What follows belongs to an exercise in optimizing a design on an open flow for a short achievable clock period and few clock cycles; a production flow would make more cautious choices.
The RTL was checked by simulation tests, not by an equivalence proof against the original design.
Power is estimated from default activity; no workload was simulated.

## black_bean
module black_bean(
    clk,
    rst_n,
    IO_MEM_R_DATA,
    IO_MEM_W_DATA,
    IO_MEM_ADDR,
    IO_MEM_R_EN,
    IO_MEM_W_EN
);
Size: ~2400 cells after synthesis, about 370 flip-flops, ~28 I/O pins, roughly 23000 um^2 of cells after synthesis.
==> flow/config.mk <==
export PLATFORM = sky130hd
export DESIGN_NAME = black_bean
export DESIGN_NICKNAME = black_bean
export VERILOG_FILES = /design/flow/design.v
export SDC_FILE = /design/flow/constraint.sdc
export NUM_CORES = 4
export LEC_CHECK = 0
export ABC_CLOCK_PERIOD_IN_PS = 1500
export CAP_MARGIN = 20
export CORE_MARGIN = 2
export CORE_UTILIZATION = 45
export PLACE_DENSITY = 0.65
export SETUP_SLACK_MARGIN = 5
export SLEW_MARGIN = 20
export TNS_END_PERCENT = 100
==> flow/constraint.sdc <==
create_clock -name core_clock -period 5.5 [get_ports {clk}]
set_input_delay 1.1000 -clock core_clock [delete_from_list [all_inputs] [get_ports {clk}]]
set_output_delay 1.1000 -clock core_clock [all_outputs]
set_load 0.01 [all_outputs]
run.sh (not shown) runs the stock make flow with config.mk's settings and CLKGATE_MAP_FILE= SYNTH_SCRIPT=/design/flow/synth_recipe.tcl, a recipe that flattens the netlist after the stock synthesis.
The first run produced a clean layout.
Testbench counts at the start, summed over its fixed seeds: cycles 272,325.
==> next run, changes <==
CORE_UTILIZATION = 40   (was 45)
PLACE_DENSITY = unset   (was 0.65)
SETUP_SLACK_MARGIN = 4   (was 5)
Effect:
- final cell count rises by 1.0%
- power falls by 5.2%
- wire length falls by 6.1%
- via count falls by 6.3%
- clock skew falls by 16 ps
- combinational power falls by about 9%
- worst setup slack improved by 440 ps
==> next run, changes <==
PLACE_DENSITY = 0.7   (was unset)
SETUP_SLACK_MARGIN = 5   (was 4)
Result: Area after synthesis stays the same; clock skew rises by 21 ps; flip-flop and latch count does not change; sequential share of layout area falls by 1.4 points; maximum frequency shrinks by 7.3%; setup slack gets worse by 220 ps; via count goes up by 8.4%; final area went up by 5.7%; routed wire length went up by 12%; total power came out higher by 7.6%.
==> next run, changes <==
PLACE_DENSITY = unset   (was 0.7)
Effect: The changed run went through all stages and came out clean. Register-to-register slack is better by 310 ps. Worst setup slack is better by 310 ps. Power drops by a few percent. Die area does not change. Worst hold slack is better by 17 ps. Area after synthesis does not change.


black_bean again, from the RTL that the note above started with.
make LEC_CHECK=0 ABC_CLOCK_PERIOD_IN_PS=1500 CAP_MARGIN=20 CORE_MARGIN=2 CORE_UTILIZATION=35 SETUP_SLACK_MARGIN=5 SLEW_MARGIN=20 TNS_END_PERCENT=100 finish   # period 5.5 ns
Testbench counts at the start, summed over its fixed seeds: cycles 272,325.
Change:
- ABC_CLOCK_PERIOD_IN_PS: 1500 -> 1000
- CORE_UTILIZATION: 35 -> 40
Cell count goes down by 3.7%.
First-iteration DRC count falls by 20%.
Non-clock buffer count is lower by 36.
Wire length fell by 3.3%.


Another version of the RTL of black_bean (not shown whole).
For scale: ~350 flip-flops, about 28 I/O pins, about 0.022 mm2 of cells after synthesis.
clock: 5.5 ns
lec_check: 0
abc_clock_period_in_ps: 1500
cap_margin: 20
core_margin: 2
core_utilization: 40
setup_slack_margin: 5
slew_margin: 20
tns_end_percent: 100
Testbench counts at the start, summed over its fixed seeds: cycles 272,325.
Then changed:
Settings changed: ABC_CLOCK_PERIOD_IN_PS 1500 to 1200, CORE_UTILIZATION 40 to 45, PLACE_DENSITY set to 0.65, SETUP_SLACK_MARGIN 5 to 3.
The new run completed without violations.
Worst setup slack gets worse by 0.034 ns.
Critical path depth rises by 3.
Design area falls by about 23%.
Global-route usage falls by 2.0 points.
Die area falls by about 11%.
Combinational power falls by 39%.
Sequential cell count is unchanged.
Then changed:
Settings changed: ABC_CLOCK_PERIOD_IN_PS 1200 to 1500, CORE_UTILIZATION 45 to 40, PLACE_DENSITY 0.65 to unset, SETUP_SLACK_MARGIN 3 to 4.
Outcome: Cell count goes up by roughly a tenth; sequential share of layout area went down by 6.8 points; sequential power falls slightly; wire length grows by about a fifth; global-route usage came out higher by 0.45 points; power came out higher by a quarter to a third; clock-buffer cell count rose by 4; area after synthesis stays the same.

[port drivers added, routing unchanged]
No port has a modelled driver above. Below, the same layouts with a new extraction and two added sets of constraints. Step 1 (the two cells are an assumption about what drives the block):
set clk [get_ports {clk}]
set_driving_cell -lib_cell sky130_fd_sc_hd__clkbuf_16 $clk
set_driving_cell -lib_cell sky130_fd_sc_hd__buf_2 [delete_from_list [all_inputs] $clk]
Step 2 times the ports against the registers' clock, not the clock port: input delays grow and output delays shrink by t, the midpoint of the rising clock arrivals with the driver on. Slacks: ideal / step 1 / step 2; pairs: ideal / step 1.
run | t (ns) | slack for setup (ns) | hold WS [ns] | worst register clock-pin slew, ns | worst data-port slew with drivers (ns)
the first run of note 1 | 0.665 | 2.255 / 2.255 / 2.072 | 0.415 / 0.415 / 0.415 | 0.07 / 0.07 | 0.08
the second run of note 1 | 0.643 | 2.696 / 2.696 / 2.140 | 0.484 / 0.484 / 0.484 | 0.07 / 0.07 | 0.04
the third run of note 1 | 0.662 | 2.474 / 2.474 / 2.162 | 0.415 / 0.415 / 0.415 | 0.07 / 0.07 | 0.05
the fourth run of note 1 | 0.655 | 2.784 / 2.784 / 2.273 | 0.432 / 0.432 / 0.432 | 0.07 / 0.07 | 0.06
the first run of note 2 | 0.678 | 2.744 / 2.744 / 2.257 | 0.419 / 0.419 / 0.419 | 0.07 / 0.07 | 0.06
the second run of note 2 | 0.655 | 2.784 / 2.784 / 2.273 | 0.432 / 0.432 / 0.432 | 0.07 / 0.07 | 0.06
the first run of note 3 | 0.660 | 2.732 / 2.732 / 2.248 | 0.486 / 0.486 / 0.486 | 0.07 / 0.07 | 0.08
the second run of note 3 | 0.627 | 2.698 / 2.698 / 2.154 | 0.497 / 0.497 / 0.497 | 0.07 / 0.07 | 0.04
the third run of note 3 | 0.635 | 2.744 / 2.744 / 2.284 | 0.559 / 0.559 / 0.559 | 0.07 / 0.07 | 0.04
After both steps setup and hold are still met in every run listed. For the second run of note 1, which loses most, drivers alone change the setup slack by 0.000 ns; drivers and shift together by -0.556 ns.
